From an optimization exercise on the open Yosys and OpenROAD flow, aimed at small area, a short achievable clock period and few clock cycles; shortcuts taken in it are not production practice.
No run shown here included a check of the RTL's function; only the layout flow was run.

==> flow/design.v (outline; a module is shown in full before it is edited, if it fits) <==
// module M1: 753 lines
// module m1_rca: 14 lines
// module m1_fa: 4 lines
// module m1_ha: 4 lines
module M1 (
   input  logic         Clock,
   input  logic         Resetn,
   input  logic         start,
   output logic         done,
   input  logic  [15:0] SRAM_read_data,
   output logic  [17:0] SRAM_address,
   output logic  [15:0] SRAM_write_data,
   output logic         SRAM_we_n
);
  // ...
==> flow/flow/run.sh <==
#!/bin/bash
set -euo pipefail
bash standard.sh SETUP_SLACK_MARGIN=10 finish > standard_make.log 2>&1
==> flow/standard.sh <==
#!/bin/bash
# synth_recipe.tcl (not shown) runs the flow's synth.tcl, then flattens the netlist and writes it again
# the make line also repeats each setting of config.mk as NAME=value (left out here)
make -C /OpenROAD-flow-scripts/flow DESIGN_CONFIG=/design/flow/config.mk WORK_HOME=/design/flow/orfs CLKGATE_MAP_FILE= SYNTH_SCRIPT=/design/flow/synth_recipe.tcl "${@:-finish}"
==> flow/config.mk <==
export PLATFORM = sky130hd
export DESIGN_NAME = M1
export DESIGN_NICKNAME = M1
export VERILOG_FILES = /design/flow/design.v
export SDC_FILE = /design/flow/constraint.sdc
export NUM_CORES = 4
export LEC_CHECK = 0
export ABC_CLOCK_PERIOD_IN_PS = 4000
export CAP_MARGIN = 20
export CORE_MARGIN = 2
export CORE_UTILIZATION = 65
export CTS_BUF_LIST = sky130_fd_sc_hd__clkbuf_4 sky130_fd_sc_hd__clkbuf_8
export SETUP_SLACK_MARGIN = 5
export SLEW_MARGIN = 20
export SYNTH_HIERARCHICAL = 1
==> flow/constraint.sdc <==
create_clock -name core_clock -period 14.0 [get_ports {Clock}]
set_input_delay 2.8000 -clock core_clock [delete_from_list [all_inputs] [get_ports {Clock}]]
set_output_delay 2.8000 -clock core_clock [all_outputs]
set_load 0.01 [all_outputs]
==> flow_metrics.py, run 1 <==
metrics = {
    "grt": {
        "antenna_violations_before_repair": 0,
        "use_met3_pct": 7.55,
        "gr-usage-met2_pct": 45.8,
        "gr-usage-met1_pct": 42.5,
    },
    "worst_setup_path": {
        "worst-path-stages": 13,
        "r2r_cells": 13,
        "worst_setup_path_startpoint": "win[11][0]",
        "largest_fanout_of_any_net_on_the_critical_path": 4,
        "timing.critical_path.cells": "fa_2 -> fa_2 -> fa_2 -> fa_2 -> fa_2 -> fa_2 -> fa_2 -> fa_1 -> fa_1 -> ha_4 -> a21oi_1 -> o21ai_1 -> xor2_1",
        "worstPathArrival_ns": 5.25,
    },
    "layout": {
        "number_of_sequential_cells": 447,
        "dominant_cells": "multi-input gates",
        "post-route-cell-area_sq_um": 29900,
        "clock_buffer_count": 111,
        "multi_input_area_sq_um": 14100,
        "area_growth_pct": 11.8,
        "layout.nonclk_buf_share_pct": 2.97,
        "nonClockBufferCount": 117,
        "drive_above_1_share_pct": 13.9,
        "layout.nets": 2773,
    },
    "logic_synthesis": {
        "post_synthesis_async_set_or_reset_flop_share_pct": 0.895,
        "synth-compound-area-share_pct": 9.99,
        "synth_enable_flop_cells": 266,
        "synth_top_area_share_pct": 29.8,
        "synth.yosys.warnings": 9,
        "synth_top_family_by_area": "adder cells",
        "adder_cell_share_of_the_synthesized_area_pct": 31.3,
        "synthMostInstantiatedCell": "fa_1",
    },
    "clocking": {
        "cts.root.buffer_cell": "clkbuf_8",
        "post-cts-setup-buffers": 8,
        "numCtsBuffers": 74,
    },
    "detailed_routing": {
        "routedWlPerCell_microns": 21.3,
    },
    "worst_hold_path": {
        "hp-class": "reg -> reg",
    },
    "sta": {
        "final-hold-violation-count": 0,
        "fin_worst_hold_slack_ns": 0.405,
        "finalCriticalPeriod_ns": 4.69,
    },
    "floorplanning": {
        "start_util_pct": 65.7,
    },
    "run_status": {
        "status": "no timing/DRC/antenna violations",
    },
    "placement": {
        "gp_congestion": 0.941,
    },
}
==> module M1, before the edit <==
module M1 (
   input  logic         Clock,
   input  logic         Resetn,
   input  logic         start,
   output logic         done,
   input  logic  [15:0] SRAM_read_data,
   output logic  [17:0] SRAM_address,
   output logic  [15:0] SRAM_write_data,
   output logic         SRAM_we_n
);
localparam [17:0] BASE_U   = 18'd13824;
localparam [17:0] BASE_V   = 18'd20736;
localparam [17:0] BASE_RGB = 18'd220672;
localparam [1:0] S_IDLE = 2'd0, S_FILL = 2'd1, S_RUN = 2'd2;
logic [1:0]  state;
logic [2:0]  ph;         
logic [6:0]  mc;         
logic [13:0] YP;         
logic [12:0] CP;         
logic [15:0] WP;         
logic [7:0]  win [0:19];
logic [7:0]  UB;
logic [15:0] VB;
logic [15:0] Yr;
logic [7:0]  Vp, B0h;
logic [8:0]  ps0, ps1, ps2, ps3, ps4;
logic [9:0]  ps24;
logic [8:0]  fs0, fs1, fs3, fs4;
logic [9:0]  fs24;
logic [12:0] Flo;
logic [9:0]  FhA, FhB, FqA, FqB, Fs;
logic        Fq12;
logic [7:0]  Fc;
m1_rca #(8) u_ps0 (.a(win[1]), .b(win[19]), .ci(1'b0), .s(ps0[7:0]), .co(ps0[8]));
m1_rca #(8) u_ps1 (.a(win[3]), .b(win[17]), .ci(1'b0), .s(ps1[7:0]), .co(ps1[8]));
assign ps2 = {1'b0, win[5]} + {1'b0, win[15]};
m1_rca #(8) u_ps3 (.a(win[7]), .b(win[13]), .ci(1'b0), .s(ps3[7:0]), .co(ps3[8]));
m1_rca #(8) u_ps4 (.a(win[9]), .b(win[11]), .ci(1'b0), .s(ps4[7:0]), .co(ps4[8]));
assign ps24 = {1'b0, ps2} + {1'b0, ps4};
always_ff @(posedge Clock) begin
   fs0 <= ps0;
   fs1 <= ps1;
   fs3 <= ps3;
   fs4 <= ps4;
   fs24 <= ps24;
end
logic [8:0]  nfs0, nfs1, nfs3, nfs4;
logic [9:0]  nfs24;
assign nfs0 = ~fs0;
assign nfs1 = ~fs1;
assign nfs3 = ~fs3;
assign nfs4 = ~fs4;
assign nfs24 = ~fs24;
logic fl1, fl2, fl3, fl4, fl5, fl6, fl7, fl8, fl9, fl10, fl11, fl12, fl13, fl14, fl15, fl16;
logic fl17, fl18, fl19, fl20, fl21, fl22, fl23, fl24, fl25, fl26, fl27, fl28, fl29, fl30, fl31, fl32;
logic fl33, fl34, fl35, fl36, fl37, fl38, fl39, fl40, fl41, fl42, fl43, fl44, fl45, fl46, fl47, fl48;
logic fl49, fl50, fl51, fl52, fl53, fl54, fl55, fl56, fl57, fl58, fl59, fl60, fl61, fl62, fl63, fl64;
logic fl65, fl66, fl67, fl68, fl69, fl70, fl71, fl72, fl73, fl74, fl75, fl76, fl77, fl78, fl79, fl80;
logic fl81, fl82, fl83, fl84, fl85, fl86, fl87, fl88, fl89, fl90, fl91, fl92, fl93, fl94, fl95, fl96;
logic fl97, fl98, fl99, fl100, fl101, fl102, fl103, fl104, fl105, fl106, fl107, fl108, fl109, fl110, fl111, fl112;
logic fl113, fl114, fl115, fl116, fl117, fl118, fl119, fl120, fl121, fl122, fl123, fl124, fl125, fl126, fl127, fl128;
logic fl129, fl130, fl131, fl132, fl133, fl134, fl135, fl136, fl137, fl138, fl139, fl140, fl141, fl142, fl143, fl144;
logic fl145, fl146, fl147, fl148, fl149, fl150, fl151, fl152, fl153, fl154, fl155, fl156, fl157, fl158, fl159, fl160;
logic fl161, fl162, fl163, fl164, fl165, fl166, fl167, fl168, fl169, fl170, fl171, fl172, fl173, fl174, fl175, fl176;
logic fl177, fl178, fl179, fl180, fl181, fl182, fl183, fl184, fl185, fl186, fl187, fl188, fl189, fl190;
m1_ha u_fl1 (.a(fs0[4]), .b(fs0[1]), .s(fl1), .co(fl2));
m1_ha u_fl3 (.a(fs0[5]), .b(fs0[2]), .s(fl3), .co(fl4));
m1_fa u_fl5 (.a(fs0[6]), .b(fs0[3]), .c(nfs1[7]), .s(fl5), .co(fl6));
m1_ha u_fl7 (.a(nfs1[3]), .b(nfs1[2]), .s(fl7), .co(fl8));
m1_fa u_fl9 (.a(fs0[7]), .b(fs0[4]), .c(nfs1[8]), .s(fl9), .co(fl10));
m1_fa u_fl11 (.a(nfs1[4]), .b(nfs1[3]), .c(nfs24[9]), .s(fl11), .co(fl12));
m1_fa u_fl13 (.a(fs0[8]), .b(fs0[5]), .c(nfs1[5]), .s(fl13), .co(fl14));
m1_ha u_fl15 (.a(fs0[6]), .b(nfs1[6]), .s(fl15), .co(fl16));
m1_ha u_fl17 (.a(fs0[7]), .b(nfs1[7]), .s(fl17), .co(fl18));
m1_fa u_fl19 (.a(fs0[3]), .b(fs0[0]), .c(nfs1[4]), .s(fl19), .co(fl20));
m1_ha u_fl21 (.a(nfs1[0]), .b(nfs24[5]), .s(fl21), .co(fl22));
m1_fa u_fl23 (.a(fl1), .b(nfs1[5]), .c(nfs1[1]), .s(fl23), .co(fl24));
m1_fa u_fl25 (.a(nfs1[0]), .b(nfs24[6]), .c(nfs24[3]), .s(fl25), .co(fl26));
m1_ha u_fl27 (.a(fs24[1]), .b(fs3[2]), .s(fl27), .co(fl28));
m1_fa u_fl29 (.a(fl3), .b(nfs1[6]), .c(nfs1[2]), .s(fl29), .co(fl30));
m1_fa u_fl31 (.a(nfs1[1]), .b(nfs24[7]), .c(nfs24[4]), .s(fl31), .co(fl32));
m1_fa u_fl33 (.a(fs24[2]), .b(fs3[3]), .c(fl2), .s(fl33), .co(fl34));
m1_fa u_fl35 (.a(fl5), .b(fl7), .c(nfs24[8]), .s(fl35), .co(fl36));
m1_fa u_fl37 (.a(nfs24[5]), .b(fs24[3]), .c(nfs24[0]), .s(fl37), .co(fl38));
assign fl39 = ~(fs3[4] ^ fl4);
assign fl40 = fs3[4] | fl4;
m1_fa u_fl41 (.a(fl9), .b(fl11), .c(nfs24[6]), .s(fl41), .co(fl42));
m1_fa u_fl43 (.a(fs24[4]), .b(nfs24[1]), .c(fs3[5]), .s(fl43), .co(fl44));
m1_fa u_fl45 (.a(fs3[0]), .b(fl6), .c(fl8), .s(fl45), .co(fl46));
m1_fa u_fl47 (.a(fl13), .b(nfs1[4]), .c(nfs24[7]), .s(fl47), .co(fl48));
m1_fa u_fl49 (.a(fs24[5]), .b(nfs24[2]), .c(fs3[6]), .s(fl49), .co(fl50));
m1_fa u_fl51 (.a(fs3[1]), .b(fl10), .c(fl12), .s(fl51), .co(fl52));
m1_fa u_fl53 (.a(fl15), .b(nfs1[5]), .c(nfs24[8]), .s(fl53), .co(fl54));
m1_fa u_fl55 (.a(fs24[6]), .b(nfs24[3]), .c(fs3[7]), .s(fl55), .co(fl56));
m1_fa u_fl57 (.a(fs3[2]), .b(fs4[0]), .c(fl14), .s(fl57), .co(fl58));
m1_fa u_fl59 (.a(fl17), .b(nfs1[6]), .c(nfs24[9]), .s(fl59), .co(fl60));
m1_fa u_fl61 (.a(fs24[7]), .b(nfs24[4]), .c(fs3[8]), .s(fl61), .co(fl62));
m1_fa u_fl63 (.a(fs3[3]), .b(fs4[1]), .c(fl16), .s(fl63), .co(fl64));
m1_fa u_fl65 (.a(fs0[8]), .b(nfs1[8]), .c(nfs1[7]), .s(fl65), .co(fl66));
m1_fa u_fl67 (.a(fs24[8]), .b(nfs24[5]), .c(fs3[4]), .s(fl67), .co(fl68));
assign fl69 = ~(fs4[2] ^ fl18);
assign fl70 = fs4[2] | fl18;
m1_fa u_fl71 (.a(nfs1[8]), .b(fs24[9]), .c(nfs24[6]), .s(fl71), .co(fl72));
m1_ha u_fl73 (.a(fs0[1]), .b(nfs1[2]), .s(fl73), .co(fl74));
m1_fa u_fl75 (.a(fs0[2]), .b(nfs1[3]), .c(nfs24[4]), .s(fl75), .co(fl76));
m1_fa u_fl77 (.a(fl19), .b(fl21), .c(nfs24[2]), .s(fl77), .co(fl78));
m1_ha u_fl79 (.a(fs24[0]), .b(fs3[1]), .s(fl79), .co(fl80));
m1_fa u_fl81 (.a(fl23), .b(fl25), .c(fl27), .s(fl81), .co(fl82));
assign fl83 = ~(fl20 ^ fl22);
assign fl84 = fl20 | fl22;
m1_fa u_fl85 (.a(fl29), .b(fl31), .c(fl33), .s(fl85), .co(fl86));
m1_fa u_fl87 (.a(fl24), .b(fl26), .c(fl28), .s(fl87), .co(fl88));
m1_fa u_fl89 (.a(fl35), .b(fl37), .c(fl39), .s(fl89), .co(fl90));
m1_fa u_fl91 (.a(fl30), .b(fl32), .c(fl34), .s(fl91), .co(fl92));
m1_fa u_fl93 (.a(fl41), .b(fl43), .c(fl45), .s(fl93), .co(fl94));
m1_fa u_fl95 (.a(fl36), .b(fl38), .c(fl40), .s(fl95), .co(fl96));
m1_fa u_fl97 (.a(fl47), .b(fl49), .c(fl51), .s(fl97), .co(fl98));
m1_fa u_fl99 (.a(fl42), .b(fl44), .c(fl46), .s(fl99), .co(fl100));
m1_fa u_fl101 (.a(fl53), .b(fl55), .c(fl57), .s(fl101), .co(fl102));
m1_fa u_fl103 (.a(fl48), .b(fl50), .c(fl52), .s(fl103), .co(fl104));
m1_fa u_fl105 (.a(fl59), .b(fl61), .c(fl63), .s(fl105), .co(fl106));
m1_fa u_fl107 (.a(fl54), .b(fl56), .c(fl58), .s(fl107), .co(fl108));
m1_fa u_fl109 (.a(fl65), .b(fl67), .c(fl69), .s(fl109), .co(fl110));
m1_fa u_fl111 (.a(fl60), .b(fl62), .c(fl64), .s(fl111), .co(fl112));
m1_fa u_fl113 (.a(fl71), .b(fs3[5]), .c(fs4[3]), .s(fl113), .co(fl114));
m1_fa u_fl115 (.a(fl66), .b(fl68), .c(fl70), .s(fl115), .co(fl116));
m1_fa u_fl117 (.a(nfs24[7]), .b(fs3[6]), .c(fs4[4]), .s(fl117), .co(fl118));
m1_ha u_fl119 (.a(nfs24[8]), .b(fs3[7]), .s(fl119), .co(fl120));
m1_ha u_fl121 (.a(nfs24[9]), .b(fs3[8]), .s(fl121), .co(fl122));
m1_ha u_fl123 (.a(fl73), .b(nfs24[3]), .s(fl123), .co(fl124));
m1_fa u_fl125 (.a(fl75), .b(nfs24[1]), .c(fs3[0]), .s(fl125), .co(fl126));
m1_fa u_fl127 (.a(fl77), .b(fl79), .c(fl76), .s(fl127), .co(fl128));
m1_fa u_fl129 (.a(fl81), .b(fl83), .c(fl78), .s(fl129), .co(fl130));
m1_fa u_fl131 (.a(fl85), .b(fl87), .c(fl82), .s(fl131), .co(fl132));
m1_fa u_fl133 (.a(fl89), .b(fl91), .c(fl86), .s(fl133), .co(fl134));
m1_fa u_fl135 (.a(fl93), .b(fl95), .c(fl90), .s(fl135), .co(fl136));
m1_fa u_fl137 (.a(fl97), .b(fl99), .c(fl94), .s(fl137), .co(fl138));
m1_fa u_fl139 (.a(fl101), .b(fl103), .c(fl98), .s(fl139), .co(fl140));
m1_fa u_fl141 (.a(fl105), .b(fl107), .c(fl102), .s(fl141), .co(fl142));
m1_fa u_fl143 (.a(fl109), .b(fl111), .c(fl106), .s(fl143), .co(fl144));
m1_fa u_fl145 (.a(fl113), .b(fl115), .c(fl110), .s(fl145), .co(fl146));
m1_fa u_fl147 (.a(fl117), .b(fl72), .c(fl114), .s(fl147), .co(fl148));
m1_fa u_fl149 (.a(fl119), .b(fs4[5]), .c(fl118), .s(fl149), .co(fl150));
m1_fa u_fl151 (.a(fl121), .b(fs4[6]), .c(fl120), .s(fl151), .co(fl152));
m1_ha u_fl153 (.a(nfs1[0]), .b(nfs24[1]), .s(fl153), .co(fl154));
m1_fa u_fl155 (.a(fs0[0]), .b(nfs1[1]), .c(nfs24[2]), .s(fl155), .co(fl156));
assign fl157 = ~(fl123 ^ nfs24[0]);
assign fl158 = fl123 | nfs24[0];
m1_fa u_fl159 (.a(fl125), .b(fl74), .c(fl124), .s(fl159), .co(fl160));
assign fl161 = ~(fl127 ^ fl126);
assign fl162 = fl127 | fl126;
m1_fa u_fl163 (.a(fl129), .b(fl80), .c(fl128), .s(fl163), .co(fl164));
m1_fa u_fl165 (.a(fl131), .b(fl84), .c(fl130), .s(fl165), .co(fl166));
m1_fa u_fl167 (.a(fl133), .b(fl88), .c(fl132), .s(fl167), .co(fl168));
m1_fa u_fl169 (.a(fl135), .b(fl92), .c(fl134), .s(fl169), .co(fl170));
m1_fa u_fl171 (.a(fl137), .b(fl96), .c(fl136), .s(fl171), .co(fl172));
m1_fa u_fl173 (.a(fl139), .b(fl100), .c(fl138), .s(fl173), .co(fl174));
m1_fa u_fl175 (.a(fl141), .b(fl104), .c(fl140), .s(fl175), .co(fl176));
m1_fa u_fl177 (.a(fl143), .b(fl108), .c(fl142), .s(fl177), .co(fl178));
m1_fa u_fl179 (.a(fl145), .b(fl112), .c(fl144), .s(fl179), .co(fl180));
m1_fa u_fl181 (.a(fl147), .b(fl116), .c(fl146), .s(fl181), .co(fl182));
assign fl183 = ~(fl149 ^ fl148);
assign fl184 = fl149 | fl148;
assign fl185 = ~(fl151 ^ fl150);
assign fl186 = fl151 | fl150;
m1_fa u_fl187 (.a(fs4[7]), .b(fl122), .c(fl152), .s(fl187), .co(fl188));
assign fl189 = ~fs4[8];
assign fl190 = fs4[8];
assign Flo = {1'b0, {fl173, fl171, fl169, fl167, fl165, fl163, fl161, fl159, fl157, fl155, fl153, nfs24[0]}} + {1'b0, {fl172, fl170, fl168, fl166, fl164, fl162, fl160, fl158, fl156, fl154, 1'b1, 1'b1}};
assign FhA = {1'b1, 1'b1, fl189, fl187, fl185, fl183, fl181, fl179, fl177, fl175};
assign FhB = {1'b0, fl190, fl188, fl186, fl184, fl182, fl180, fl178, fl176, fl174};
always_ff @(posedge Clock) begin
   FqA <= FhA;
   FqB <= FhB;
   Fq12 <= Flo[12];
end
assign Fs = FqA + FqB + {9'd0, Fq12};
assign Fc = Fs[9] ? 8'h00 : Fs[8] ? 8'hFF : Fs[7:0];
logic        odd_sel;
logic [7:0]  Yi, Ui, Vi;
logic [15:0] Rlo, Glo, Blo;
logic [9:0]  RhA, RhB, GhA, GhB, RqA, RqB, GqA, GqB;
logic [10:0] BhA, BhB, BqA, BqB;
logic        Rq15, Gq15, Bq15;
logic [9:0]  Rr, Gr;
logic [10:0] Br;
logic [7:0]  Rc, Gc, Bc;
always_ff @(posedge Clock) begin
   Yi <= odd_sel ? Yr[7:0] : Yr[15:8];
   if (!odd_sel) Ui <= win[8];
   else if (up_ld) Ui <= Fc;        
   Vi <= odd_sel ? Vp : win[7];
end
logic [7:0]  nYi, nUi, nVi;
assign nYi = ~Yi;
assign nUi = ~Ui;
assign nVi = ~Vi;
logic px1, px2, px3, px4, px5, px6, px7, px8, px9, px10, px11, px12, px13, px14, px15, px16;
logic px17, px18, px19, px20, px21, px22, px23, px24, px25, px26, px27, px28, px29, px30, px31, px32;
logic px33, px34, px35, px36, px37, px38, px39, px40, px41, px42, px43, px44, px45, px46, px47, px48;
logic px49, px50, px51, px52, px53, px54, px55, px56, px57, px58, px59, px60, px61, px62, px63, px64;
logic px65, px66, px67, px68, px69, px70, px71, px72, px73, px74, px75, px76, px77, px78, px79, px80;
logic px81, px82, px83, px84, px85, px86, px87, px88, px89, px90, px91, px92, px93, px94, px95, px96;
logic px97, px98, px99, px100, px101, px102, px103, px104, px105, px106, px107, px108, px109, px110, px111, px112;
logic px113, px114, px115, px116, px117, px118, px119, px120, px121, px122, px123, px124, px125, px126, px127, px128;
logic px129, px130, px131, px132, px133, px134, px135, px136, px137, px138, px139, px140, px141, px142, px143, px144;
logic px145, px146, px147, px148, px149, px150, px151, px152, px153, px154, px155, px156, px157, px158, px159, px160;
logic px161, px162, px163, px164, px165, px166, px167, px168, px169, px170, px171, px172, px173, px174, px175, px176;
logic px177, px178, px179, px180, px181, px182, px183, px184, px185, px186, px187, px188, px189, px190, px191, px192;
logic px193, px194, px195, px196, px197, px198, px199, px200, px201, px202, px203, px204, px205, px206, px207, px208;
logic px209, px210, px211, px212, px213, px214, px215, px216, px217, px218, px219, px220, px221, px222, px223, px224;
logic px225, px226, px227, px228, px229, px230, px231, px232, px233, px234, px235, px236, px237, px238, px239, px240;
logic px241, px242, px243, px244, px245, px246, px247, px248, px249, px250, px251, px252, px253, px254, px255, px256;
logic px257, px258, px259, px260, px261, px262, px263, px264, px265, px266, px267, px268, px269, px270, px271, px272;
logic px273, px274, px275, px276, px277, px278, px279, px280, px281, px282, px283, px284, px285, px286, px287, px288;
logic px289, px290, px291, px292, px293, px294, px295, px296, px297, px298, px299, px300, px301, px302, px303, px304;
logic px305, px306, px307, px308, px309, px310, px311, px312, px313, px314, px315, px316, px317, px318, px319, px320;
logic px321, px322, px323, px324, px325, px326, px327, px328, px329, px330, px331, px332, px333, px334, px335, px336;
logic px337, px338, px339, px340, px341, px342, px343, px344, px345, px346, px347, px348, px349, px350, px351, px352;
logic px353, px354, px355, px356, px357, px358, px359, px360, px361, px362, px363, px364, px365, px366, px367, px368;
logic px369, px370, px371, px372, px373, px374, px375, px376, px377, px378, px379, px380, px381, px382, px383, px384;
logic px385, px386, px387, px388, px389, px390, px391, px392, px393, px394, px395, px396, px397, px398, px399, px400;
logic px401, px402, px403, px404, px405, px406, px407, px408, px409, px410, px411, px412, px413, px414, px415, px416;
logic px417, px418, px419, px420, px421, px422, px423, px424, px425, px426, px427, px428, px429, px430, px431, px432;
logic px433, px434, px435, px436, px437, px438, px439, px440, px441, px442, px443, px444, px445, px446, px447, px448;
logic px449, px450, px451, px452, px453, px454, px455, px456, px457, px458, px459, px460, px461, px462, px463, px464;
logic px465, px466, px467, px468, px469, px470, px471, px472, px473, px474, px475, px476, px477, px478, px479, px480;
logic px481, px482, px483, px484, px485, px486, px487, px488, px489, px490, px491, px492, px493, px494, px495, px496;
logic px497, px498, px499, px500, px501, px502, px503, px504, px505, px506, px507, px508, px509, px510, px511, px512;
logic px513, px514, px515, px516, px517, px518, px519, px520, px521, px522, px523, px524, px525, px526, px527, px528;
m1_ha u_px1 (.a(Yi[7]), .b(Yi[5]), .s(px1), .co(px2));
m1_ha u_px3 (.a(Yi[6]), .b(Yi[4]), .s(px3), .co(px4));
m1_ha u_px5 (.a(Yi[7]), .b(Yi[5]), .s(px5), .co(px6));
m1_ha u_px7 (.a(Yi[4]), .b(Yi[2]), .s(px7), .co(px8));
m1_fa u_px9 (.a(Yi[5]), .b(Yi[3]), .c(Yi[1]), .s(px9), .co(px10));
m1_fa u_px11 (.a(Yi[6]), .b(Yi[4]), .c(Yi[2]), .s(px11), .co(px12));
m1_fa u_px13 (.a(px1), .b(Yi[3]), .c(Yi[0]), .s(px13), .co(px14));
m1_fa u_px15 (.a(px3), .b(Yi[1]), .c(px2), .s(px15), .co(px16));
m1_fa u_px17 (.a(px5), .b(Yi[2]), .c(px4), .s(px17), .co(px18));
m1_fa u_px19 (.a(Yi[6]), .b(Yi[3]), .c(px6), .s(px19), .co(px20));
m1_ha u_px21 (.a(Yi[7]), .b(Yi[4]), .s(px21), .co(px22));
m1_ha u_px23 (.a(Yi[2]), .b(Yi[0]), .s(px23), .co(px24));
assign px25 = ~(Yi[3] ^ Yi[1]);
assign px26 = Yi[3] | Yi[1];
assign px27 = ~(px7 ^ Yi[0]);
assign px28 = px7 | Yi[0];
assign px29 = ~(px9 ^ px8);
assign px30 = px9 | px8;
assign px31 = ~(px11 ^ px10);
assign px32 = px11 | px10;
assign px33 = ~(px13 ^ px12);
assign px34 = px13 | px12;
assign px35 = ~(px15 ^ px14);
assign px36 = px15 | px14;
assign px37 = ~(px17 ^ px16);
assign px38 = px17 | px16;
assign px39 = ~(px19 ^ px18);
assign px40 = px19 | px18;
assign px41 = ~(px21 ^ px20);
assign px42 = px21 | px20;
assign px43 = ~(Yi[5] ^ px22);
assign px44 = Yi[5] | px22;
assign px45 = ~Yi[6];
assign px46 = Yi[6];
assign px47 = ~Yi[7];
assign px48 = Yi[7];
m1_ha u_px49 (.a(Yi[6]), .b(Yi[4]), .s(px49), .co(px50));
m1_fa u_px51 (.a(Yi[7]), .b(Yi[5]), .c(Yi[3]), .s(px51), .co(px52));
m1_fa u_px53 (.a(Yi[0]), .b(Vi[5]), .c(Vi[4]), .s(px53), .co(px54));
m1_fa u_px55 (.a(Yi[6]), .b(Yi[4]), .c(Yi[1]), .s(px55), .co(px56));
m1_ha u_px57 (.a(Vi[6]), .b(Vi[5]), .s(px57), .co(px58));
m1_fa u_px59 (.a(Yi[7]), .b(Yi[5]), .c(Yi[2]), .s(px59), .co(px60));
m1_ha u_px61 (.a(Vi[7]), .b(Vi[6]), .s(px61), .co(px62));
m1_ha u_px63 (.a(Yi[6]), .b(Yi[3]), .s(px63), .co(px64));
m1_fa u_px65 (.a(nYi[7]), .b(Yi[0]), .c(Vi[7]), .s(px65), .co(px66));
m1_ha u_px67 (.a(Yi[2]), .b(Yi[0]), .s(px67), .co(px68));
m1_fa u_px69 (.a(Yi[3]), .b(Yi[1]), .c(Vi[5]), .s(px69), .co(px70));
m1_ha u_px71 (.a(Vi[1]), .b(Vi[0]), .s(px71), .co(px72));
m1_fa u_px73 (.a(Yi[4]), .b(Yi[2]), .c(Yi[0]), .s(px73), .co(px74));
m1_fa u_px75 (.a(Vi[6]), .b(Vi[2]), .c(Vi[1]), .s(px75), .co(px76));
m1_fa u_px77 (.a(Yi[5]), .b(Yi[3]), .c(Yi[1]), .s(px77), .co(px78));
m1_fa u_px79 (.a(Vi[7]), .b(Vi[3]), .c(Vi[2]), .s(px79), .co(px80));
m1_fa u_px81 (.a(px49), .b(Yi[2]), .c(Vi[4]), .s(px81), .co(px82));
assign px83 = ~(Vi[3] ^ Vi[0]);
assign px84 = Vi[3] | Vi[0];
m1_fa u_px85 (.a(px51), .b(px53), .c(Vi[1]), .s(px85), .co(px86));
assign px87 = ~(Vi[0] ^ px50);
assign px88 = Vi[0] | px50;
m1_fa u_px89 (.a(px55), .b(px57), .c(Vi[2]), .s(px89), .co(px90));
m1_fa u_px91 (.a(Vi[1]), .b(px52), .c(px54), .s(px91), .co(px92));
m1_fa u_px93 (.a(px59), .b(px61), .c(Vi[3]), .s(px93), .co(px94));
m1_fa u_px95 (.a(Vi[2]), .b(px56), .c(px58), .s(px95), .co(px96));
m1_fa u_px97 (.a(px63), .b(Vi[7]), .c(Vi[4]), .s(px97), .co(px98));
m1_fa u_px99 (.a(Vi[3]), .b(px60), .c(px62), .s(px99), .co(px100));
m1_fa u_px101 (.a(Yi[7]), .b(Yi[4]), .c(Vi[5]), .s(px101), .co(px102));
m1_ha u_px103 (.a(Vi[4]), .b(px64), .s(px103), .co(px104));
m1_fa u_px105 (.a(Yi[5]), .b(Vi[6]), .c(Vi[5]), .s(px105), .co(px106));
m1_ha u_px107 (.a(nYi[4]), .b(Vi[4]), .s(px107), .co(px108));
m1_fa u_px109 (.a(nYi[5]), .b(Vi[5]), .c(Vi[3]), .s(px109), .co(px110));
m1_fa u_px111 (.a(nYi[6]), .b(Vi[6]), .c(Vi[4]), .s(px111), .co(px112));
m1_fa u_px113 (.a(px65), .b(Vi[5]), .c(Vi[2]), .s(px113), .co(px114));
m1_fa u_px115 (.a(Yi[1]), .b(Vi[6]), .c(Vi[3]), .s(px115), .co(px116));
m1_fa u_px117 (.a(px67), .b(Vi[7]), .c(Vi[4]), .s(px117), .co(px118));
m1_fa u_px119 (.a(px69), .b(px71), .c(px68), .s(px119), .co(px120));
m1_fa u_px121 (.a(px73), .b(px75), .c(px70), .s(px121), .co(px122));
m1_fa u_px123 (.a(px77), .b(px79), .c(px74), .s(px123), .co(px124));
m1_fa u_px125 (.a(px81), .b(px83), .c(px78), .s(px125), .co(px126));
m1_fa u_px127 (.a(px85), .b(px87), .c(px82), .s(px127), .co(px128));
m1_fa u_px129 (.a(px89), .b(px91), .c(px86), .s(px129), .co(px130));
m1_fa u_px131 (.a(px93), .b(px95), .c(px90), .s(px131), .co(px132));
m1_fa u_px133 (.a(px97), .b(px99), .c(px94), .s(px133), .co(px134));
m1_fa u_px135 (.a(px101), .b(px103), .c(px98), .s(px135), .co(px136));
m1_fa u_px137 (.a(px105), .b(px102), .c(px104), .s(px137), .co(px138));
m1_fa u_px139 (.a(Yi[6]), .b(Vi[7]), .c(Vi[6]), .s(px139), .co(px140));
m1_ha u_px141 (.a(nYi[0]), .b(Vi[0]), .s(px141), .co(px142));
m1_ha u_px143 (.a(nYi[1]), .b(Vi[1]), .s(px143), .co(px144));
m1_fa u_px145 (.a(nYi[2]), .b(Vi[2]), .c(Vi[0]), .s(px145), .co(px146));
m1_fa u_px147 (.a(nYi[3]), .b(Vi[3]), .c(Vi[1]), .s(px147), .co(px148));
assign px149 = ~(px107 ^ Vi[2]);
assign px150 = px107 | Vi[2];
m1_fa u_px151 (.a(px109), .b(Vi[0]), .c(px108), .s(px151), .co(px152));
m1_fa u_px153 (.a(px111), .b(Vi[1]), .c(px110), .s(px153), .co(px154));
assign px155 = ~(px113 ^ px112);
assign px156 = px113 | px112;
m1_fa u_px157 (.a(px115), .b(px66), .c(px114), .s(px157), .co(px158));
m1_fa u_px159 (.a(px117), .b(Vi[0]), .c(px116), .s(px159), .co(px160));
assign px161 = ~(px119 ^ px118);
assign px162 = px119 | px118;
m1_fa u_px163 (.a(px121), .b(px72), .c(px120), .s(px163), .co(px164));
m1_fa u_px165 (.a(px123), .b(px76), .c(px122), .s(px165), .co(px166));
m1_fa u_px167 (.a(px125), .b(px80), .c(px124), .s(px167), .co(px168));
m1_fa u_px169 (.a(px127), .b(px84), .c(px126), .s(px169), .co(px170));
m1_fa u_px171 (.a(px129), .b(px88), .c(px128), .s(px171), .co(px172));
m1_fa u_px173 (.a(px131), .b(px92), .c(px130), .s(px173), .co(px174));
m1_fa u_px175 (.a(px133), .b(px96), .c(px132), .s(px175), .co(px176));
m1_fa u_px177 (.a(px135), .b(px100), .c(px134), .s(px177), .co(px178));
assign px179 = ~(px137 ^ px136);
assign px180 = px137 | px136;
m1_fa u_px181 (.a(px139), .b(px106), .c(px138), .s(px181), .co(px182));
m1_fa u_px183 (.a(Yi[7]), .b(Vi[7]), .c(px140), .s(px183), .co(px184));
m1_ha u_px185 (.a(Yi[6]), .b(Yi[4]), .s(px185), .co(px186));
m1_fa u_px187 (.a(Yi[7]), .b(Yi[5]), .c(Yi[3]), .s(px187), .co(px188));
m1_ha u_px189 (.a(Yi[6]), .b(Yi[4]), .s(px189), .co(px190));
m1_ha u_px191 (.a(Yi[7]), .b(Yi[5]), .s(px191), .co(px192));
m1_ha u_px193 (.a(nYi[5]), .b(nUi[6]), .s(px193), .co(px194));
m1_fa u_px195 (.a(nYi[6]), .b(nUi[7]), .c(nUi[5]), .s(px195), .co(px196));
m1_fa u_px197 (.a(nYi[7]), .b(Yi[0]), .c(nUi[6]), .s(px197), .co(px198));
m1_ha u_px199 (.a(Yi[1]), .b(nUi[7]), .s(px199), .co(px200));
m1_ha u_px201 (.a(Yi[2]), .b(Yi[0]), .s(px201), .co(px202));
m1_fa u_px203 (.a(Yi[3]), .b(Yi[1]), .c(nUi[6]), .s(px203), .co(px204));
m1_fa u_px205 (.a(Yi[4]), .b(Yi[2]), .c(Yi[0]), .s(px205), .co(px206));
m1_fa u_px207 (.a(Yi[5]), .b(Yi[3]), .c(Yi[1]), .s(px207), .co(px208));
m1_fa u_px209 (.a(nUi[4]), .b(nUi[1]), .c(nUi[0]), .s(px209), .co(px210));
m1_fa u_px211 (.a(px185), .b(Yi[2]), .c(nUi[5]), .s(px211), .co(px212));
m1_fa u_px213 (.a(nUi[2]), .b(nUi[1]), .c(nVi[3]), .s(px213), .co(px214));
m1_ha u_px215 (.a(nVi[1]), .b(nVi[0]), .s(px215), .co(px216));
m1_fa u_px217 (.a(px187), .b(Yi[0]), .c(nUi[6]), .s(px217), .co(px218));
m1_fa u_px219 (.a(nUi[3]), .b(nUi[2]), .c(nVi[4]), .s(px219), .co(px220));
m1_fa u_px221 (.a(nVi[2]), .b(nVi[1]), .c(px186), .s(px221), .co(px222));
m1_fa u_px223 (.a(px189), .b(Yi[1]), .c(nUi[7]), .s(px223), .co(px224));
m1_fa u_px225 (.a(nUi[4]), .b(nUi[3]), .c(nVi[5]), .s(px225), .co(px226));
m1_fa u_px227 (.a(nVi[3]), .b(nVi[2]), .c(px188), .s(px227), .co(px228));
m1_fa u_px229 (.a(px191), .b(Yi[2]), .c(nUi[5]), .s(px229), .co(px230));
m1_fa u_px231 (.a(nUi[4]), .b(nVi[6]), .c(nVi[4]), .s(px231), .co(px232));
assign px233 = ~(nVi[3] ^ px190);
assign px234 = nVi[3] | px190;
m1_fa u_px235 (.a(Yi[6]), .b(Yi[3]), .c(nUi[6]), .s(px235), .co(px236));
m1_fa u_px237 (.a(nUi[5]), .b(nVi[7]), .c(nVi[5]), .s(px237), .co(px238));
m1_ha u_px239 (.a(nVi[4]), .b(px192), .s(px239), .co(px240));
m1_fa u_px241 (.a(Yi[7]), .b(Yi[4]), .c(nUi[7]), .s(px241), .co(px242));
m1_fa u_px243 (.a(nUi[6]), .b(nVi[6]), .c(nVi[5]), .s(px243), .co(px244));
m1_ha u_px245 (.a(nYi[2]), .b(nUi[3]), .s(px245), .co(px246));
m1_fa u_px247 (.a(nYi[3]), .b(nUi[4]), .c(nUi[2]), .s(px247), .co(px248));
m1_ha u_px249 (.a(nUi[1]), .b(nVi[0]), .s(px249), .co(px250));
m1_fa u_px251 (.a(nYi[4]), .b(nUi[5]), .c(nUi[3]), .s(px251), .co(px252));
m1_fa u_px253 (.a(nUi[2]), .b(nUi[0]), .c(nVi[1]), .s(px253), .co(px254));
m1_fa u_px255 (.a(px193), .b(nUi[4]), .c(nUi[3]), .s(px255), .co(px256));
assign px257 = ~(nUi[1] ^ nVi[2]);
assign px258 = nUi[1] | nVi[2];
m1_fa u_px259 (.a(px195), .b(nUi[4]), .c(nUi[2]), .s(px259), .co(px260));
assign px261 = ~(nVi[3] ^ px194);
assign px262 = nVi[3] | px194;
m1_fa u_px263 (.a(px197), .b(nUi[5]), .c(nUi[3]), .s(px263), .co(px264));
assign px265 = ~(nVi[4] ^ px196);
assign px266 = nVi[4] | px196;
m1_fa u_px267 (.a(px199), .b(nUi[6]), .c(nUi[4]), .s(px267), .co(px268));
m1_fa u_px269 (.a(nUi[0]), .b(nVi[5]), .c(px198), .s(px269), .co(px270));
m1_fa u_px271 (.a(px201), .b(nUi[7]), .c(nUi[5]), .s(px271), .co(px272));
m1_fa u_px273 (.a(nUi[1]), .b(nVi[6]), .c(px200), .s(px273), .co(px274));
m1_fa u_px275 (.a(px203), .b(nUi[2]), .c(nVi[7]), .s(px275), .co(px276));
assign px277 = ~(nVi[0] ^ px202);
assign px278 = nVi[0] | px202;
m1_fa u_px279 (.a(px205), .b(nUi[7]), .c(nUi[3]), .s(px279), .co(px280));
m1_fa u_px281 (.a(nUi[0]), .b(nVi[1]), .c(px204), .s(px281), .co(px282));
m1_fa u_px283 (.a(px207), .b(px209), .c(nVi[2]), .s(px283), .co(px284));
assign px285 = ~(nVi[0] ^ px206);
assign px286 = nVi[0] | px206;
m1_fa u_px287 (.a(px211), .b(px213), .c(px215), .s(px287), .co(px288));
assign px289 = ~(px208 ^ px210);
assign px290 = px208 | px210;
m1_fa u_px291 (.a(px217), .b(px219), .c(px221), .s(px291), .co(px292));
m1_fa u_px293 (.a(px212), .b(px214), .c(px216), .s(px293), .co(px294));
m1_fa u_px295 (.a(px223), .b(px225), .c(px227), .s(px295), .co(px296));
m1_fa u_px297 (.a(px218), .b(px220), .c(px222), .s(px297), .co(px298));
m1_fa u_px299 (.a(px229), .b(px231), .c(px233), .s(px299), .co(px300));
m1_fa u_px301 (.a(px224), .b(px226), .c(px228), .s(px301), .co(px302));
m1_fa u_px303 (.a(px235), .b(px237), .c(px239), .s(px303), .co(px304));
m1_fa u_px305 (.a(px230), .b(px232), .c(px234), .s(px305), .co(px306));
m1_fa u_px307 (.a(px241), .b(px243), .c(px236), .s(px307), .co(px308));
assign px309 = ~(px238 ^ px240);
assign px310 = px238 | px240;
m1_fa u_px311 (.a(Yi[5]), .b(nUi[7]), .c(nVi[7]), .s(px311), .co(px312));
m1_fa u_px313 (.a(nVi[6]), .b(px242), .c(px244), .s(px313), .co(px314));
m1_ha u_px315 (.a(Yi[6]), .b(nVi[7]), .s(px315), .co(px316));
m1_ha u_px317 (.a(nYi[1]), .b(nUi[2]), .s(px317), .co(px318));
m1_fa u_px319 (.a(px245), .b(nUi[1]), .c(nUi[0]), .s(px319), .co(px320));
m1_fa u_px321 (.a(px247), .b(px249), .c(px246), .s(px321), .co(px322));
m1_fa u_px323 (.a(px251), .b(px253), .c(px248), .s(px323), .co(px324));
m1_fa u_px325 (.a(px255), .b(px257), .c(px252), .s(px325), .co(px326));
m1_fa u_px327 (.a(px259), .b(px261), .c(px256), .s(px327), .co(px328));
m1_fa u_px329 (.a(px263), .b(px265), .c(px260), .s(px329), .co(px330));
m1_fa u_px331 (.a(px267), .b(px269), .c(px264), .s(px331), .co(px332));
m1_fa u_px333 (.a(px271), .b(px273), .c(px268), .s(px333), .co(px334));
m1_fa u_px335 (.a(px275), .b(px277), .c(px272), .s(px335), .co(px336));
m1_fa u_px337 (.a(px279), .b(px281), .c(px276), .s(px337), .co(px338));
m1_fa u_px339 (.a(px283), .b(px285), .c(px280), .s(px339), .co(px340));
m1_fa u_px341 (.a(px287), .b(px289), .c(px284), .s(px341), .co(px342));
m1_fa u_px343 (.a(px291), .b(px293), .c(px288), .s(px343), .co(px344));
m1_fa u_px345 (.a(px295), .b(px297), .c(px292), .s(px345), .co(px346));
m1_fa u_px347 (.a(px299), .b(px301), .c(px296), .s(px347), .co(px348));
m1_fa u_px349 (.a(px303), .b(px305), .c(px300), .s(px349), .co(px350));
m1_fa u_px351 (.a(px307), .b(px309), .c(px304), .s(px351), .co(px352));
m1_fa u_px353 (.a(px311), .b(px313), .c(px308), .s(px353), .co(px354));
m1_fa u_px355 (.a(px315), .b(px312), .c(px314), .s(px355), .co(px356));
m1_ha u_px357 (.a(nYi[0]), .b(nUi[1]), .s(px357), .co(px358));
assign px359 = ~(px317 ^ nUi[0]);
assign px360 = px317 | nUi[0];
assign px361 = ~(px319 ^ px318);
assign px362 = px319 | px318;
assign px363 = ~(px321 ^ px320);
assign px364 = px321 | px320;
m1_fa u_px365 (.a(px323), .b(px250), .c(px322), .s(px365), .co(px366));
m1_fa u_px367 (.a(px325), .b(px254), .c(px324), .s(px367), .co(px368));
m1_fa u_px369 (.a(px327), .b(px258), .c(px326), .s(px369), .co(px370));
m1_fa u_px371 (.a(px329), .b(px262), .c(px328), .s(px371), .co(px372));
m1_fa u_px373 (.a(px331), .b(px266), .c(px330), .s(px373), .co(px374));
m1_fa u_px375 (.a(px333), .b(px270), .c(px332), .s(px375), .co(px376));
m1_fa u_px377 (.a(px335), .b(px274), .c(px334), .s(px377), .co(px378));
m1_fa u_px379 (.a(px337), .b(px278), .c(px336), .s(px379), .co(px380));
m1_fa u_px381 (.a(px339), .b(px282), .c(px338), .s(px381), .co(px382));
m1_fa u_px383 (.a(px341), .b(px286), .c(px340), .s(px383), .co(px384));
m1_fa u_px385 (.a(px343), .b(px290), .c(px342), .s(px385), .co(px386));
m1_fa u_px387 (.a(px345), .b(px294), .c(px344), .s(px387), .co(px388));
m1_fa u_px389 (.a(px347), .b(px298), .c(px346), .s(px389), .co(px390));
m1_fa u_px391 (.a(px349), .b(px302), .c(px348), .s(px391), .co(px392));
m1_fa u_px393 (.a(px351), .b(px306), .c(px350), .s(px393), .co(px394));
m1_fa u_px395 (.a(px353), .b(px310), .c(px352), .s(px395), .co(px396));
assign px397 = ~(px355 ^ px354);
assign px398 = px355 | px354;
m1_fa u_px399 (.a(Yi[7]), .b(px316), .c(px356), .s(px399), .co(px400));
m1_fa u_px401 (.a(nYi[4]), .b(Ui[5]), .c(Ui[3]), .s(px401), .co(px402));
m1_fa u_px403 (.a(nYi[5]), .b(Ui[6]), .c(Ui[4]), .s(px403), .co(px404));
m1_fa u_px405 (.a(nYi[6]), .b(Ui[7]), .c(Ui[5]), .s(px405), .co(px406));
m1_ha u_px407 (.a(Ui[4]), .b(Ui[2]), .s(px407), .co(px408));
m1_fa u_px409 (.a(nYi[7]), .b(Yi[0]), .c(Ui[6]), .s(px409), .co(px410));
assign px411 = ~(Ui[5] ^ Ui[3]);
assign px412 = Ui[5] | Ui[3];
m1_fa u_px413 (.a(Yi[1]), .b(Ui[7]), .c(Ui[6]), .s(px413), .co(px414));
assign px415 = ~(Ui[4] ^ Ui[0]);
assign px416 = Ui[4] | Ui[0];
m1_fa u_px417 (.a(Yi[2]), .b(Yi[0]), .c(Ui[7]), .s(px417), .co(px418));
assign px419 = ~(Ui[5] ^ Ui[1]);
assign px420 = Ui[5] | Ui[1];
m1_fa u_px421 (.a(Yi[3]), .b(Yi[1]), .c(Ui[6]), .s(px421), .co(px422));
m1_fa u_px423 (.a(Yi[4]), .b(Yi[2]), .c(Yi[0]), .s(px423), .co(px424));
m1_ha u_px425 (.a(Ui[7]), .b(Ui[3]), .s(px425), .co(px426));
m1_fa u_px427 (.a(Yi[5]), .b(Yi[3]), .c(Yi[1]), .s(px427), .co(px428));
m1_fa u_px429 (.a(Yi[6]), .b(Yi[4]), .c(Yi[2]), .s(px429), .co(px430));
m1_fa u_px431 (.a(Yi[7]), .b(Yi[5]), .c(Yi[3]), .s(px431), .co(px432));
m1_ha u_px433 (.a(Yi[0]), .b(Ui[6]), .s(px433), .co(px434));
m1_fa u_px435 (.a(Yi[6]), .b(Yi[4]), .c(Yi[1]), .s(px435), .co(px436));
assign px437 = ~(Ui[7] ^ Ui[0]);
assign px438 = Ui[7] | Ui[0];
m1_fa u_px439 (.a(Yi[7]), .b(Yi[5]), .c(Yi[2]), .s(px439), .co(px440));
m1_ha u_px441 (.a(Yi[6]), .b(Yi[3]), .s(px441), .co(px442));
m1_ha u_px443 (.a(nYi[2]), .b(Ui[3]), .s(px443), .co(px444));
m1_fa u_px445 (.a(nYi[3]), .b(Ui[4]), .c(Ui[2]), .s(px445), .co(px446));
m1_fa u_px447 (.a(px401), .b(Ui[2]), .c(Ui[0]), .s(px447), .co(px448));
m1_fa u_px449 (.a(px403), .b(Ui[3]), .c(Ui[1]), .s(px449), .co(px450));
m1_fa u_px451 (.a(px405), .b(px407), .c(px404), .s(px451), .co(px452));
m1_fa u_px453 (.a(px409), .b(px411), .c(px406), .s(px453), .co(px454));
m1_fa u_px455 (.a(px413), .b(px415), .c(px410), .s(px455), .co(px456));
m1_fa u_px457 (.a(px417), .b(px419), .c(px414), .s(px457), .co(px458));
m1_fa u_px459 (.a(px421), .b(Ui[2]), .c(px418), .s(px459), .co(px460));
m1_fa u_px461 (.a(px423), .b(px425), .c(px422), .s(px461), .co(px462));
m1_fa u_px463 (.a(px427), .b(Ui[4]), .c(px424), .s(px463), .co(px464));
m1_fa u_px465 (.a(px429), .b(Ui[5]), .c(px428), .s(px465), .co(px466));
m1_fa u_px467 (.a(px431), .b(px433), .c(px430), .s(px467), .co(px468));
m1_fa u_px469 (.a(px435), .b(px437), .c(px432), .s(px469), .co(px470));
m1_fa u_px471 (.a(px439), .b(Ui[1]), .c(px436), .s(px471), .co(px472));
m1_fa u_px473 (.a(px441), .b(Ui[2]), .c(px440), .s(px473), .co(px474));
m1_fa u_px475 (.a(Yi[7]), .b(Yi[4]), .c(Ui[3]), .s(px475), .co(px476));
m1_ha u_px477 (.a(Yi[5]), .b(Ui[4]), .s(px477), .co(px478));
m1_ha u_px479 (.a(Yi[6]), .b(Ui[5]), .s(px479), .co(px480));
m1_ha u_px481 (.a(Yi[7]), .b(Ui[6]), .s(px481), .co(px482));
m1_ha u_px483 (.a(nYi[0]), .b(Ui[1]), .s(px483), .co(px484));
m1_fa u_px485 (.a(nYi[1]), .b(Ui[2]), .c(Ui[0]), .s(px485), .co(px486));
m1_fa u_px487 (.a(px443), .b(Ui[1]), .c(Ui[0]), .s(px487), .co(px488));
m1_fa u_px489 (.a(px445), .b(Ui[1]), .c(px444), .s(px489), .co(px490));
assign px491 = ~(px447 ^ px446);
assign px492 = px447 | px446;
m1_fa u_px493 (.a(px449), .b(px402), .c(px448), .s(px493), .co(px494));
assign px495 = ~(px451 ^ px450);
assign px496 = px451 | px450;
m1_fa u_px497 (.a(px453), .b(px408), .c(px452), .s(px497), .co(px498));
m1_fa u_px499 (.a(px455), .b(px412), .c(px454), .s(px499), .co(px500));
m1_fa u_px501 (.a(px457), .b(px416), .c(px456), .s(px501), .co(px502));
m1_fa u_px503 (.a(px459), .b(px420), .c(px458), .s(px503), .co(px504));
assign px505 = ~(px461 ^ px460);
assign px506 = px461 | px460;
m1_fa u_px507 (.a(px463), .b(px426), .c(px462), .s(px507), .co(px508));
assign px509 = ~(px465 ^ px464);
assign px510 = px465 | px464;
assign px511 = ~(px467 ^ px466);
assign px512 = px467 | px466;
m1_fa u_px513 (.a(px469), .b(px434), .c(px468), .s(px513), .co(px514));
m1_fa u_px515 (.a(px471), .b(px438), .c(px470), .s(px515), .co(px516));
assign px517 = ~(px473 ^ px472);
assign px518 = px473 | px472;
m1_fa u_px519 (.a(px475), .b(px442), .c(px474), .s(px519), .co(px520));
assign px521 = ~(px477 ^ px476);
assign px522 = px477 | px476;
assign px523 = ~(px479 ^ px478);
assign px524 = px479 | px478;
assign px525 = ~(px481 ^ px480);
assign px526 = px481 | px480;
m1_ha u_px527 (.a(Ui[7]), .b(px482), .s(px527), .co(px528));
assign Rlo = {1'b0, {px167, px165, px163, px161, px159, px157, px155, px153, px151, px149, px147, px145, px143, px141, 1'b0}} + {1'b0, {px166, px164, px162, px160, px158, px156, px154, px152, px150, px148, px146, px144, px142, 1'b1, 1'b0}};
assign RhA = {1'b1, 1'b1, px183, px181, px179, px177, px175, px173, px171, px169};
assign RhB = {1'b0, px184, px182, px180, px178, px176, px174, px172, px170, px168};
assign Glo = {1'b0, {px383, px381, px379, px377, px375, px373, px371, px369, px367, px365, px363, px361, px359, px357, nUi[0]}} + {1'b0, {px382, px380, px378, px376, px374, px372, px370, px368, px366, px364, px362, px360, px358, 1'b1, 1'b1}};
assign GhA = {1'b1, 1'b1, px399, px397, px395, px393, px391, px389, px387, px385};
assign GhB = {1'b0, px400, px398, px396, px394, px392, px390, px388, px386, px384};
assign Blo = {1'b0, {px509, px507, px505, px503, px501, px499, px497, px495, px493, px491, px489, px487, px485, px483, Ui[0]}} + {1'b0, {px508, px506, px504, px502, px500, px498, px496, px494, px492, px490, px488, px486, px484, 1'b1, 1'b0}};
assign BhA = {1'b1, 1'b1, px527, px525, px523, px521, px519, px517, px515, px513, px511};
assign BhB = {1'b0, px528, px526, px524, px522, px520, px518, px516, px514, px512, px510};
always_ff @(posedge Clock) begin
   RqA <= RhA; RqB <= RhB; Rq15 <= Rlo[15];
   GqA <= GhA; GqB <= GhB; Gq15 <= Glo[15];
   BqA <= BhA; BqB <= BhB; Bq15 <= Blo[15];
end
assign Rr = RqA + RqB + {9'd0, Rq15};
assign Gr = GqA + GqB + {9'd0, Gq15};
assign Br = BqA + BqB + {10'd0, Bq15};
assign Rc = Rr[9] ? 8'h00 : Rr[8] ? 8'hFF : Rr[7:0];
assign Gc = Gr[9] ? 8'h00 : Gr[8] ? 8'hFF : Gr[7:0];
assign Bc = Br[10] ? 8'h00 : (Br[9] | Br[8]) ? 8'hFF : Br[7:0];
logic run, fill;
logic last_row;
assign run   = (state == S_RUN);
assign fill  = (state == S_FILL);
assign last_row = CP[12] & CP[11] & CP[9] & CP[8];    
logic f_last, f_neg, f_odd, f_ubus, f_uub, f_vbh, f_vbl;
logic [6:0] mc_new, m_new;
logic upd_flags;
assign mc_new = (state == S_FILL) ? 7'd0 : mc + 7'd1;
assign m_new  = mc_new - 7'd1;
assign upd_flags = (state == S_FILL) || (state == S_RUN && ph == 3'd4);
always_ff @(posedge Clock) begin
   if (upd_flags) begin
      f_last <= (mc_new == 7'd96);
      f_neg  <= (mc_new == 7'd0);
      f_odd  <= ~mc_new[0];
      f_ubus <= mc_new[0] && mc_new != 7'd0 && m_new <= 7'd88;
      f_uub  <= ~mc_new[0] && (mc_new == 7'd0 || m_new <= 7'd89);
      f_vbh  <= ~mc_new[0] && (mc_new == 7'd0 || m_new <= 7'd87);
      f_vbl  <= mc_new[0] && mc_new != 7'd0 && m_new <= 7'd88;
   end
end
localparam [2:0] SH_NONE = 3'd0, SH_BUS = 3'd1, SH_VBH = 3'd2, SH_VBL = 3'd3,
                 SH_UB = 3'd4, SH_CLAMP = 3'd5;
logic [2:0] sh;
logic ub_ld, vb_ld, y_ld, up_ld, vp_ld;
always_comb begin
   sh = SH_NONE;
   ub_ld = 1'b0; vb_ld = 1'b0; y_ld = 1'b0; up_ld = 1'b0; vp_ld = 1'b0;
   odd_sel = 1'b1;
   if (run) begin
      case (ph)
         3'd0: up_ld = 1'b1;
         3'd1: ;
         3'd2: begin
            if (f_last) begin                    
               sh = SH_BUS; vb_ld = 1'b1;
            end else if (f_ubus) begin
               sh = SH_BUS; ub_ld = 1'b1;
            end else if (f_uub) begin
               sh = SH_UB;
            end else
               sh = SH_CLAMP;
            if (f_vbh) vb_ld = 1'b1;
         end
         3'd3: begin
            y_ld = 1'b1;
            if (f_last) begin                    
               sh = SH_BUS; ub_ld = 1'b1;
            end else if (f_vbh)
               sh = SH_VBH;
            else if (f_vbl)
               sh = SH_VBL;
            else
               sh = SH_CLAMP;
         end
         default: begin  
            vp_ld = 1'b1;
            odd_sel = 1'b0;
            if (f_last) sh = SH_CLAMP;           
         end
      endcase
   end else if (fill) begin
      case (mc[4:0])
         5'd2:  begin sh = SH_BUS; vb_ld = 1'b1; end    
         5'd3:  begin sh = SH_BUS; ub_ld = 1'b1; end    
         5'd12: sh = SH_VBL;                            
         5'd13: sh = SH_UB;                             
         5'd14: begin sh = SH_BUS; vb_ld = 1'b1; end    
         5'd15: begin sh = SH_BUS; ub_ld = 1'b1; end    
         5'd16: sh = SH_VBL;                            
         5'd17: sh = SH_UB;                             
         5'd18: begin sh = SH_BUS; vb_ld = 1'b1; end    
         5'd19: begin sh = SH_BUS; ub_ld = 1'b1; end    
         5'd20: sh = SH_VBL;                            
         default: if (mc >= 7'd4) sh = SH_CLAMP;
      endcase
   end
end
logic [7:0] sh_in;
always_comb begin
   case (sh)
      SH_BUS:  sh_in = SRAM_read_data[15:8];
      SH_VBH:  sh_in = VB[15:8];
      SH_VBL:  sh_in = VB[7:0];
      SH_UB:   sh_in = UB;
      default: sh_in = win[18];
   endcase
end
always_ff @(posedge Clock) begin
   if (sh != SH_NONE) begin
      for (int i = 0; i < 19; i++) win[i] <= win[i+1];
      win[19] <= sh_in;
   end
   if (ub_ld) UB <= SRAM_read_data[7:0];
   if (vb_ld) VB <= SRAM_read_data;
   if (y_ld)  Yr <= SRAM_read_data;
   if (vp_ld) Vp <= Fc;
   B0h <= Bc;
   case (ph)
      3'd1:    SRAM_write_data <= {Rc, Gc};
      3'd2:    SRAM_write_data <= {B0h, Rc};
      default: SRAM_write_data <= {Gc, Bc};
   endcase
end
logic we_q;
assign SRAM_we_n = ~we_q;
always_ff @(posedge Clock or negedge Resetn) begin
   if (~Resetn) begin
      state <= S_IDLE;
      done <= 1'b0;
      we_q <= 1'b0;
   end else begin
      we_q <= 1'b0;
      case (state)
         S_IDLE: if (start) begin
            done <= 1'b0;
            state <= S_FILL;
         end
         S_FILL: if (mc == 7'd20) state <= S_RUN;
         default: begin  
            if ((ph == 3'd1 || ph == 3'd2 || ph == 3'd3) && !f_neg) we_q <= 1'b1;
            if (ph == 3'd4 && f_last) begin
               if (last_row) begin
                  state <= S_IDLE;
                  done <= 1'b1;
               end else
                  state <= S_FILL;
            end
         end
      endcase
   end
end
always_ff @(posedge Clock) begin
   SRAM_address <= {2'b11, WP};        
   case (state)
      S_IDLE: begin
         if (start) begin
            mc <= 7'd0;
            YP <= 14'd0;
            CP <= 13'd0;
            WP <= BASE_RGB[15:0];
            SRAM_address <= BASE_V;               
         end
      end
      S_FILL: begin
         mc <= (mc == 7'd20) ? 7'd0 : mc + 7'd1;
         case (mc[4:0])
            5'd0:  begin SRAM_address <= BASE_U + CP; CP <= CP + 13'd1; end
            5'd11: SRAM_address <= BASE_V + CP;
            5'd12: begin SRAM_address <= BASE_U + CP; CP <= CP + 13'd1; end
            5'd15: SRAM_address <= BASE_V + CP;
            5'd16: begin SRAM_address <= BASE_U + CP; CP <= CP + 13'd1; end
            5'd20: SRAM_address <= BASE_V + CP;   
            default: ;
         endcase
         ph <= 3'd0;
      end
      default: begin  
         ph <= (ph == 3'd4) ? 3'd0 : ph + 3'd1;
         case (ph)
            3'd0: begin
               if (!f_last) begin
                  SRAM_address <= {4'd0, YP};
                  YP <= YP + 14'd1;
               end else if (!last_row) begin
                  SRAM_address <= BASE_U + CP;
                  CP <= CP + 13'd1;
               end
            end
            3'd1, 3'd2, 3'd3: begin
               if (!f_neg) begin
                  SRAM_address <= {2'b11, WP};
                  WP <= WP + 16'd1;
               end
            end
            default: begin  
               if (f_last) begin
                  mc <= 7'd5;
               end else begin
                  mc <= mc + 7'd1;
                  if (mc == 7'd95) begin
                     if (!last_row) SRAM_address <= BASE_V + CP;    
                  end else if (mc[0] && mc <= 7'd87) begin
                     SRAM_address <= BASE_V + CP;                   
                  end else if (!mc[0] && mc <= 7'd88) begin
                     SRAM_address <= BASE_U + CP;                   
                     CP <= CP + 13'd1;
                  end
               end
            end
         endcase
      end
   endcase
end
endmodule
==> run 2: changes to the inputs <==
--- a/flow/design.v
+++ b/flow/design.v
@@ -177,5 +177,6 @@
    Fq12 <= Flo[12];
 end
-assign Fs = FqA + FqB + {9'd0, Fq12};
+logic Fs_co;
+m1_rca #(10) u_fs (.a(FqA), .b(FqB), .ci(Fq12), .s(Fs), .co(Fs_co));
 assign Fc = Fs[9] ? 8'h00 : Fs[8] ? 8'hFF : Fs[7:0];
 logic        odd_sel;
@@ -552,7 +553,8 @@
    BqA <= BhA; BqB <= BhB; Bq15 <= Blo[15];
 end
-assign Rr = RqA + RqB + {9'd0, Rq15};
-assign Gr = GqA + GqB + {9'd0, Gq15};
-assign Br = BqA + BqB + {10'd0, Bq15};
+logic Rr_co, Gr_co, Br_co;
+m1_rca #(10) u_rr (.a(RqA), .b(RqB), .ci(Rq15), .s(Rr), .co(Rr_co));
+m1_rca #(10) u_gr (.a(GqA), .b(GqB), .ci(Gq15), .s(Gr), .co(Gr_co));
+m1_rca #(11) u_br (.a(BqA), .b(BqB), .ci(Bq15), .s(Br), .co(Br_co));
 assign Rc = Rr[9] ? 8'h00 : Rr[8] ? 8'hFF : Rr[7:0];
 assign Gc = Gr[9] ? 8'h00 : Gr[8] ? 8'hFF : Gr[7:0];
==> flow_metrics.py, run 2 <==
metrics = {
    "layout": {
        "post-route-cell-area_sq_um": 29700,
        "largest_register_ffs": 152,
        "fill_cells": 2560,
        "drive_above_1_share_pct": 19.4,
        "top_reg_by_flops": "win",
        "sequential_cell_area_sq_um": 11600,
        "layout.cells.most_common_list": "fa_1, edfxtp_1, inv_1",
        "layout.nets": 2625,
        "multi_input_area_sq_um": 13900,
        "final_common_cell": "fa_1",
        "num_antenna_cells": 0,
        "top_regs": "win: 152 flops, SRAM_address: 17 flops",
        "area_growth_pct": 14.3,
    },
    "sta": {
        "worstMarginPinSlew_ns": 1.13,
        "max_freq_mhz": 205,
        "finalCriticalPeriod_ns": 4.87,
        "grt_setup_unrepaired": "yes",
        "worst_case_setup_margin_in_the_final_layout_ns": 9.13,
        "max-slew-margin-rel_pct": 24.1,
        "final-hold-violation-count": 0,
        "min_period_over_period_pct": 34.8,
        "count_of_endpoints_failing_setup_in_the_final_report": 0,
        "maxSlewViolCount": 0,
        "worst_clock_skew_ns": 0.0458,
        "setup_total_negative_slack_ns": 0,
        "fin_worst_hold_slack_ns": 0.364,
    },
    "run_status": {
        "status": "no timing/DRC/antenna violations",
    },
    "logic_synthesis": {
        "yosysUniqueCellTypes": 76,
        "syn_area_sq_um": 26000,
        "synth_top_area_share_pct": 30.7,
        "synth_enable_flop_cells": 266,
        "synth_seq_area_share_pct": 44.8,
        "synth.cells.most_frequent": "fa_1, edfxtp_1, inv_1",
        "syn_avg_cell_area_sq_um": 13.3,
        "post_synthesis_async_set_or_reset_flop_share_pct": 0.895,
        "synth.yosys.warnings": 9,
        "ys_dominant_reg_cell": "edfxtp_1",
        "synthCells": 1953,
        "synth_top_cells_by_area": "edfxtp_1, fa_1, dfxtp_1",
        "synthMostInstantiatedCell": "fa_1",
        "synth_seq_cells": 447,
        "synth.largest_area_cell": "edfxtp_1",
    },
    "detailed_routing": {
        "postRouteWirelength_microns": 58800,
        "drt_first_iter_violations": 1119,
        "routedWlPerCell_microns": 21.8,
        "dr_total_vias": 15800,
        "ant_nets": 0,
        "drc_violations_left": 0,
        "detail_route.first_pass.iterations": 6,
        "via_density": 5.85,
    },
    "worst_setup_path": {
        "startpoint_type": "flop",
        "largest_fanout_of_any_net_on_the_critical_path": 8,
        "worstPathArrival_ns": 5.36,
        "worst-endpoint-required_ns": 14.49,
        "r2r_cells": 15,
        "cp_slowest_stage_delay_ns": 0.55,
        "end_kind": "flop",
        "ff2ff_setup_slack_ns": 9.13,
        "rr_startpoint": "BqA[0]",
        "timing.critical_path.cells": "fa_2 -> fa_2 -> fa_2 -> fa_2 -> fa_2 -> fa_2 -> fa_2 -> fa_2 -> fa_2 -> fa_2 -> fa_2 -> buf_12 -> nor2_2 -> nand2_2 -> o221ai_2",
        "cp_top_family": "adder cells",
        "timing.critical_path.buf_inv": 1,
        "crit_top_cell": "fa_2",
        "critPathSlowestCell": "fa_2",
        "worstReg2RegEnd": "SRAM_write_data[0]",
        "worst-setup-path-type": "reg -> reg",
    },
    "placement": {
        "gp_congestion": 0.895,
        "port_buffers": 54,
        "dp_hpwl_microns": 42300,
        "dpl_cell_area_sq_um": 27300,
        "post-place-ws_ns": 8.70,
    },
    "clocking": {
        "cts.path.max_buffers": 3,
        "sink_count_of_the_clock_tree": 447,
        "cts-hold-fix-buffers": 0,
        "clk-insertion-delay-late_ns": 0.66,
        "ctsHtreeMaxLevel": 3,
        "cts.root.buffer_cell": "clkbuf_8",
        "numCtsBuffers": 76,
        "clock_tree_from_tritoncts": "done",
        "cts.reportedPaths.clkPinSlew_ns": 0.06,
    },
    "worst_hold_path": {
        "hold_end": "FqB[8]",
        "hp-class": "reg -> reg",
        "timing.hold.worst_path_depth": 0,
        "hold_start": "fs4[8]",
    },
    "floorplanning": {
        "die_x_microns": 204,
        "die_area_sq_um": 41600,
        "num_io_pins": 55,
        "start_util_pct": 65.7,
        "placement_rows": 73,
        "coreArea_sq_um": 39500,
        "dieHeight_microns": 204,
    },
    "grt": {
        "antenna_violations_before_repair": 1,
        "globalRoute.totalOverflow": 0,
        "largest_net_degree_at_the_start_of_global_routing": 73,
        "first_pass_grt_wire_length_microns": 91900,
        "number_of_global_route_vias_before_repair": 16600,
        "grt.total_usage_pct": 29.6,
    },
    "job": {
        "maxCapViolations": 0,
    },
}
[run 2: changes by cell type after synthesis, moves of 11 or more]
cell / delta
nand2_1: -31
a221oi_1: +21
fa_1: +33
o21ai_0: -21
inv_1: -17
o21bai_1: +15
ha_1: -29
nand3_1: -14
a21oi_1: -19
a21o_1: -11
o21a_1: -23
or3_1: -15
[run 2: kinds of logic after synthesis]
logic type / synth area share (%)
flip-flops: 44.8
XOR/XNOR: 1.84
buffers and inverters: 3.99
AND/OR/NAND/NOR: 6.29
AO/OA/AOI/OAI: 7.96
adder cells (fa/ha/maj): 33.3
multiplexers: 1.78
other: 0.0289
[run 2: per-layer routing]
metal | track usage, % | wire, microns | up-vias | part of all wire [%]
li1 | - | - | 7070 | -
met1 | 41.1 | 24600 | 8034 | 42
met2 | 47.4 | 28400 | 541 | 48
met3 | 5.76 | 4220 | 126 | 7.2
met4 | 9.75 | 1630 | 2 | 2.8
met5 | 0 | 7 | - | 0.012
[run 2: stage by stage]
step,util (%),cells
6_report,75.1,2697
5_1_grt,75.1,2697
4_1_cts,74.3,2671
3_5_place_dp,69.0,2505
3_3_place_gp,69.0,2505
2_1_floorplan,-,1967
[run 2: modules after synthesis (local to each module, per instance), a selection]
module,flops+latches,cells
m1_fa,0,1
m1_ha,0,1
M1,447,1584
[run 2: worst max-delay path by stage]
stage / from / end / slack, ns / cells after the start
after detailed placement: Bq15 / SRAM_write_data[3] / 8.70 / 14
after CTS: BqA[0] / SRAM_write_data[2] / 9.09 / 15
after global routing: BqA[0] / SRAM_write_data[0] / 9.05 / 15
after floorplan: mc[0] / win[10][0] / 7.22 / 9
final: BqA[0] / SRAM_write_data[0] / 9.13 / 15
after global placement: Bq15 / SRAM_write_data[3] / 8.76 / 14
[run 2: repair_timing]
item | 4_1_cts | 5_1_grt
pin swaps | 55 | 14
gates resized for setup | 232 | 32
endpoints found under the setup margin | 223 | 137
buffers inserted | 28 | 25
gates cloned | 1 | 0
[run 2: final cells by class]
| type | instances | share of cell area (%) |
|---|---|---|
| clock buffer | 115 | 4.72 |
| clock inverter | 22 | 0.973 |
| inverter | 208 | 2.74 |
| multi-input combinational | 1253 | 46.8 |
| sequential | 447 | 39.2 |
| tap | 525 | 2.21 |
| timing repair buffer | 127 | 3.35 |
[run 2: worst register-to-register path, stage by stage (launching register included)]
cell and delay [ns]:
dfxtp_2 0.32, fa_2 0.38, fa_2 0.34, fa_2 0.35, fa_2 0.35, fa_2 0.34, fa_2 0.34, fa_2 0.35
fa_2 0.34, fa_2 0.35, fa_2 0.35, fa_2 0.55, buf_12 0.13, nor2_2 0.05, nand2_2 0.07, o221ai_2 0.09

## separate check: timing with driven ports
The results above use ideal ports. As a check the final layouts listed here were re-extracted and re-timed, cells and wires unchanged.
Step 1: set_driving_cell puts a clkbuf_16 on Clock and a buf_2 on each other input, an assumption about the parent block.
Step 2, shift: input delay + t, output delay - t, t = (earliest + latest rising clock arrival at the registers) / 2. This alone moves slack from input paths to output paths.
a / b / c = ideal ports / drivers / drivers and shift; a / b = the first two.
run | t, ns | setup WS [ns] | latest minus earliest clock arrival (ns) | slew at the worst register clock pin (ns) | worst data-port slew with drivers (ns)
run 1 | 0.714 | 9.310 / 9.310 / 9.310 | 0.065 / 0.065 | 0.08 / 0.08 | 0.06
run 2 | 0.689 | 9.134 / 9.134 / 9.134 | 0.045 / 0.046 | 0.07 / 0.07 | 0.05
After both steps setup and hold are still met in every run listed.
